From an optimization exercise on the open Yosys and OpenROAD flow, aimed at small area; shortcuts taken in it are not production practice.
In this exercise RTL edits were held to simulation tests only and were not proved equivalent to the original.
The clock port is modelled as an ideal driver, which makes a skipped or thinned clock tree look cheaper than it is; a real chip needs a root buffer or a tree.
No activity file was given, so power comes from the tool's default toggle rates.

## uart_bt_8digit
module uart_bt_8digit(
    input  wire       clk,
    input  wire       rst_n,
    input  wire       rx,
    output wire       tx,
    output wire [7:0] seg_dec,
    output wire [3:0] an_dec,
    output wire [7:0] seg_hex,
    output wire [3:0] an_hex,
    output wire [7:0] leds
);
For scale: about 340 cells after synthesis, ~63 flip-flops, about 0.0028 sq mm of cells after synthesis.
export LEC_CHECK = 0
export CAP_MARGIN = 20
export CORE_MARGIN = 2
export CORE_UTILIZATION = 60
export SLEW_MARGIN = 20
create_clock -name core_clock -period 10.0 [get_ports {clk}]
standard.sh (not shown) runs the stock make flow with config.mk's settings and CLKGATE_MAP_FILE= SYNTH_SCRIPT=/design/flow/synth_recipe.tcl, a recipe that flattens the netlist after the stock synthesis.
==> flow/flow/run.sh <==
#!/bin/bash
# Own layout flow: the standard flow (standard.sh) with
#  - synthesis: no half/full-adder extraction, ABC mapping with an area
#    script (flow/area.abc, via flow/synth_area.tcl)
#  - port buffers of the smallest buffer cell (buf_1)
#  - clock tree: CLKBUF_COUNT buffers on the clock port, each driving a group
#    of nearby flip-flops (flow/cts_pre.tcl), instead of an H-tree
# Each tool's output is in orfs/logs/; make's own output goes to flow_make.log.
set -euo pipefail
WORK=$(pwd)
export AREA_ABC_SCRIPT=$WORK/flow/area.abc
export FLOW_SYNTH_TCL=$WORK/synth_recipe.tcl
export ADDER_MAP_FILE=
export BUFFER_PORTS_ARGS="-buffer_cell sky130_fd_sc_hd__buf_1"
export PRE_CTS_TCL=$WORK/flow/cts_pre.tcl
export CLKBUF_CELL=sky130_fd_sc_hd__clkbuf_16
export CLKBUF_COUNT=2
sed "s|SYNTH_SCRIPT=[^ ]*|SYNTH_SCRIPT=$WORK/flow/synth_area.tcl|" standard.sh > own_standard.sh
grep -q "SYNTH_SCRIPT=$WORK/flow/synth_area.tcl" own_standard.sh
bash own_standard.sh finish > flow_make.log 2>&1
==> flow/flow/area.abc <==
strash
&get -n
&deepsyn -T 20
&put
strash
dch -f
map -a
topo
==> flow/flow/cts_pre.tcl <==
# PRE_CTS_TCL hook: the clock port drives CLKBUF_COUNT clock buffers
# (CLKBUF_CELL) directly; each drives the flip-flop clock pins of one group
# of nearby flip-flops (k-means on the placed positions). The H-tree that
# clock_tree_synthesis would build is skipped.
set block [ord::get_db_block]
set master [[ord::get_db] findMaster $::env(CLKBUF_CELL)]
set k $::env(CLKBUF_COUNT)
set clknet [[$block findBTerm clk] getNet]
set sinks {}
foreach it [$clknet getITerms] {
  set box [[$it getInst] getBBox]
  lappend sinks [list $it [expr {([$box xMin] + [$box xMax]) / 2.0}] [expr {([$box yMin] + [$box yMax]) / 2.0}]]
}
set n [llength $sinks]
# initial centres: sinks spread along x
set sorted [lsort -real -index 1 $sinks]
set cx {}; set cy {}
for {set j 0} {$j < $k} {incr j} {
  set s [lindex $sorted [expr {int(($j + 0.5) * $n / $k)}]]
  lappend cx [lindex $s 1]; lappend cy [lindex $s 2]
}
# balanced k-means: each group takes at most ceil(n/k) sinks
set cap [expr {($n + $k - 1) / $k}]
for {set iter 0} {$iter < 30} {incr iter} {
  set pairs {}
  foreach s $sinks {
    for {set j 0} {$j < $k} {incr j} {
      set d [expr {abs([lindex $s 1] - [lindex $cx $j]) + abs([lindex $s 2] - [lindex $cy $j])}]
      lappend pairs [list $d [lindex $s 0] $j [lindex $s 1] [lindex $s 2]]
    }
  }
  set pairs [lsort -real -index 0 $pairs]
  array unset grp; array unset cnt
  for {set j 0} {$j < $k} {incr j} { set cnt($j) 0; set sxs($j) 0.0; set sys($j) 0.0 }
  foreach p $pairs {
    lassign $p d it j x y
    if {[info exists grp($it)] || $cnt($j) >= $cap} continue
    set grp($it) $j; incr cnt($j)
    set sxs($j) [expr {$sxs($j) + $x}]; set sys($j) [expr {$sys($j) + $y}]
  }
  set cx {}; set cy {}
  for {set j 0} {$j < $k} {incr j} {
    lappend cx [expr {$sxs($j) / max(1, $cnt($j))}]; lappend cy [expr {$sys($j) / max(1, $cnt($j))}]
  }
}
for {set j 0} {$j < $k} {incr j} {
  set inst($j) [odb::dbInst_create $block $master clkbuf_root_$j]
  set net($j) [odb::dbNet_create $block clk_root_$j]
  $net($j) setSigType CLOCK
  [$inst($j) findITerm A] connect $clknet
  [$inst($j) findITerm X] connect $net($j)
  $inst($j) setLocation [expr {int([lindex $cx $j])}] [expr {int([lindex $cy $j])}]
  $inst($j) setPlacementStatus PLACED
}
foreach s $sinks {
  set it [lindex $s 0]
  $it disconnect
  $it connect $net($grp($it))
}
puts "PRE_CTS_TCL: $k clock buffers ($::env(CLKBUF_CELL)) drive $n clock sinks"
proc clock_tree_synthesis {args} { puts "clock_tree_synthesis skipped: clock buffers inserted by PRE_CTS_TCL" }
==> flow/flow/synth_area.tcl <==
# The standard synthesis (synth_recipe.tcl), with ABC's technology mapping
# run on an area-oriented script (flow/area.abc) and without a delay target.
proc abc {args} {
  set i [lsearch -exact $args -script]
  if { $i >= 0 } { lset args [expr {$i + 1}] $::env(AREA_ABC_SCRIPT) }
  set j [lsearch -exact $args -D]
  if { $j >= 0 } { set args [lreplace $args $j [expr {$j + 1}]] }
  yosys abc {*}$args
}
source $::env(FLOW_SYNTH_TCL)
The starting point passed the timing, DRC and antenna checks.
Then changed:
--- a/flow/flow/run.sh
+++ b/flow/flow/run.sh
@@ -1,6 +1,7 @@
 #!/bin/bash
 # Own layout flow: the standard flow (standard.sh) with
-#  - synthesis: no half/full-adder extraction, ABC mapping with an area
-#    script (flow/area.abc, via flow/synth_area.tcl)
+#  - synthesis: no half/full-adder extraction; ABC maps the logic with each
+#    area script flow/a*.abc and the smallest result is kept
+#    (flow/synth_area.tcl wraps synth_recipe.tcl)
 #  - port buffers of the smallest buffer cell (buf_1)
 #  - clock tree: CLKBUF_COUNT buffers on the clock port, each driving a group
@@ -9,5 +10,5 @@
 set -euo pipefail
 WORK=$(pwd)
-export AREA_ABC_SCRIPT=$WORK/flow/area.abc
+export AREA_ABC_SCRIPTS="$(ls $WORK/flow/a*.abc | tr '\n' ' ')"
 export FLOW_SYNTH_TCL=$WORK/synth_recipe.tcl
 export ADDER_MAP_FILE=
==> flow/flow/a1_deep_map.abc (new file) <==
strash
&get -n
&deepsyn -T 20
&put
strash
dch -f
map -a
topo
==> flow/flow/a2_deep_amap.abc (new file) <==
strash
&get -n
&deepsyn -T 20
&put
strash
dch -f
amap
topo
==> flow/flow/a3_deep_amapm.abc (new file) <==
strash
&get -n
&deepsyn -T 20
&put
strash
dch -f
amap -m
topo
==> flow/flow/a4_deep_dc2_amap.abc (new file) <==
strash
&get -n
&deepsyn -T 20
&put
strash
dc2
dch -f
amap
topo
==> flow/flow/synth_area.tcl (replaced) <==
# The standard synthesis (synth_recipe.tcl), with ABC's technology mapping
# run on area-oriented scripts (AREA_ABC_SCRIPTS) and without a delay target:
# every script is tried on the same logic and the smallest result is kept.
proc abc {args} {
  set i [lsearch -exact $args -script]
  set j [lsearch -exact $args -D]
  if { $j >= 0 } { set args [lreplace $args $j [expr {$j + 1}]] }
  set lib [lindex $args [expr {[lsearch -exact $args -liberty] + 1}]]
  design -save before_area_abc
  set best ""
  set best_area 1e18
  foreach s $::env(AREA_ABC_SCRIPTS) {
    design -load before_area_abc
    set a $args
    lset a [expr {$i + 1}] $s
    yosys abc {*}$a
    set rpt $::env(OBJECTS_DIR)/area_abc_stat.txt
    tee -q -o $rpt stat -liberty $lib
    set f [open $rpt r]; set txt [read $f]; close $f
    regexp {Chip area for module[^:]*:\s*([0-9.]+)} $txt -> area
    puts "AREA_ABC: $s -> $area"
    if { $area < $best_area } { set best_area $area; set best $s }
  }
  design -load before_area_abc
  set a $args
  lset a [expr {$i + 1}] $best
  puts "AREA_ABC: using $best ($best_area)"
  yosys abc {*}$a
}
source $::env(FLOW_SYNTH_TCL)
removed: flow/flow/area.abc
Routed wire length went down by 3.3%.
Global-route usage went down by 0.93 points.
Worst hold slack barely changes.
Register-to-register slack is worse by 1100 ps.
Then changed:
==> flow/flow/run.sh (replaced) <==
#!/bin/bash
# Own layout flow: the standard flow (standard.sh) with
#  - synthesis: no half/full-adder extraction, ABC mapping with an area
#    script (flow/area.abc, via flow/synth_area.tcl)
#  - port buffers of the smallest buffer cell (buf_1)
#  - clock tree: CLKBUF_COUNT buffers on the clock port, each driving a group
#    of nearby flip-flops (flow/cts_pre.tcl), instead of an H-tree
# Each tool's output is in orfs/logs/; make's own output goes to flow_make.log.
set -euo pipefail
WORK=$(pwd)
export AREA_ABC_SCRIPT=$WORK/flow/area.abc
export FLOW_SYNTH_TCL=$WORK/synth_recipe.tcl
export ADDER_MAP_FILE=
export BUFFER_PORTS_ARGS="-buffer_cell sky130_fd_sc_hd__buf_1"
export PRE_CTS_TCL=$WORK/flow/cts_pre.tcl
export CLKBUF_CELL=sky130_fd_sc_hd__clkbuf_8
export CLKBUF_COUNT=3
sed "s|SYNTH_SCRIPT=[^ ]*|SYNTH_SCRIPT=$WORK/flow/synth_area.tcl|" standard.sh > own_standard.sh
grep -q "SYNTH_SCRIPT=$WORK/flow/synth_area.tcl" own_standard.sh
bash own_standard.sh finish > flow_make.log 2>&1
==> flow/flow/area.abc (new file) <==
strash
&get -n
&deepsyn -T 20
&put
strash
dch -f
map -a
topo
==> flow/flow/synth_area.tcl (replaced) <==
# The standard synthesis (synth_recipe.tcl), with ABC's technology mapping
# run on an area-oriented script (flow/area.abc) and without a delay target.
proc abc {args} {
  set i [lsearch -exact $args -script]
  if { $i >= 0 } { lset args [expr {$i + 1}] $::env(AREA_ABC_SCRIPT) }
  set j [lsearch -exact $args -D]
  if { $j >= 0 } { set args [lreplace $args $j [expr {$j + 1}]] }
  yosys abc {*}$args
}
source $::env(FLOW_SYNTH_TCL)
removed: flow/flow/a1_deep_map.abc
removed: flow/flow/a2_deep_amap.abc
removed: flow/flow/a3_deep_amapm.abc
removed: flow/flow/a4_deep_dc2_amap.abc
Synthesized cell count grows by about 13%; worst setup slack improves by 380 ps; total power came out lower by about 3.2%; register-to-register slack gets better by 1100 ps; clock power is lower by 12%.
No run of this note takes its clock network from TritonCTS; it comes from the design's own scripts or RTL.

==> port drivers added, routing unchanged <==
The flow's constraints put no driver on any port. The routed layouts listed below were extracted and timed again, unchanged, in two steps.
Step 1: set_driving_cell puts a clkbuf_16 on clk and a buf_2 on each other input, an assumption about the parent block.
Step 2 moves the port delays by t, midway between the first and last clock arrival at a register: inputs arrive t later, outputs are due t later. That takes back most of the time a late clock gives input paths.
Slacks: no drivers / after step 1 / after step 2; pairs: no drivers / after step 1.
run | t (ns) | setup slack, ns | worst setup path after step 2 | clock arrival spread, ns | worst slew at a driven data input, ns
the first run | 0.207 | 4.455 / 4.413 / 4.619 | register to output | 0.009 / 0.009 | 0.03
the second run | 0.211 | 4.092 / 4.047 / 4.258 | register to output | 0.007 / 0.007 | 0.03
the third run | 0.211 | 4.477 / 4.430 / 4.641 | register to output | 0.015 / 0.016 | 0.03
After both steps every run listed still meets setup and hold.
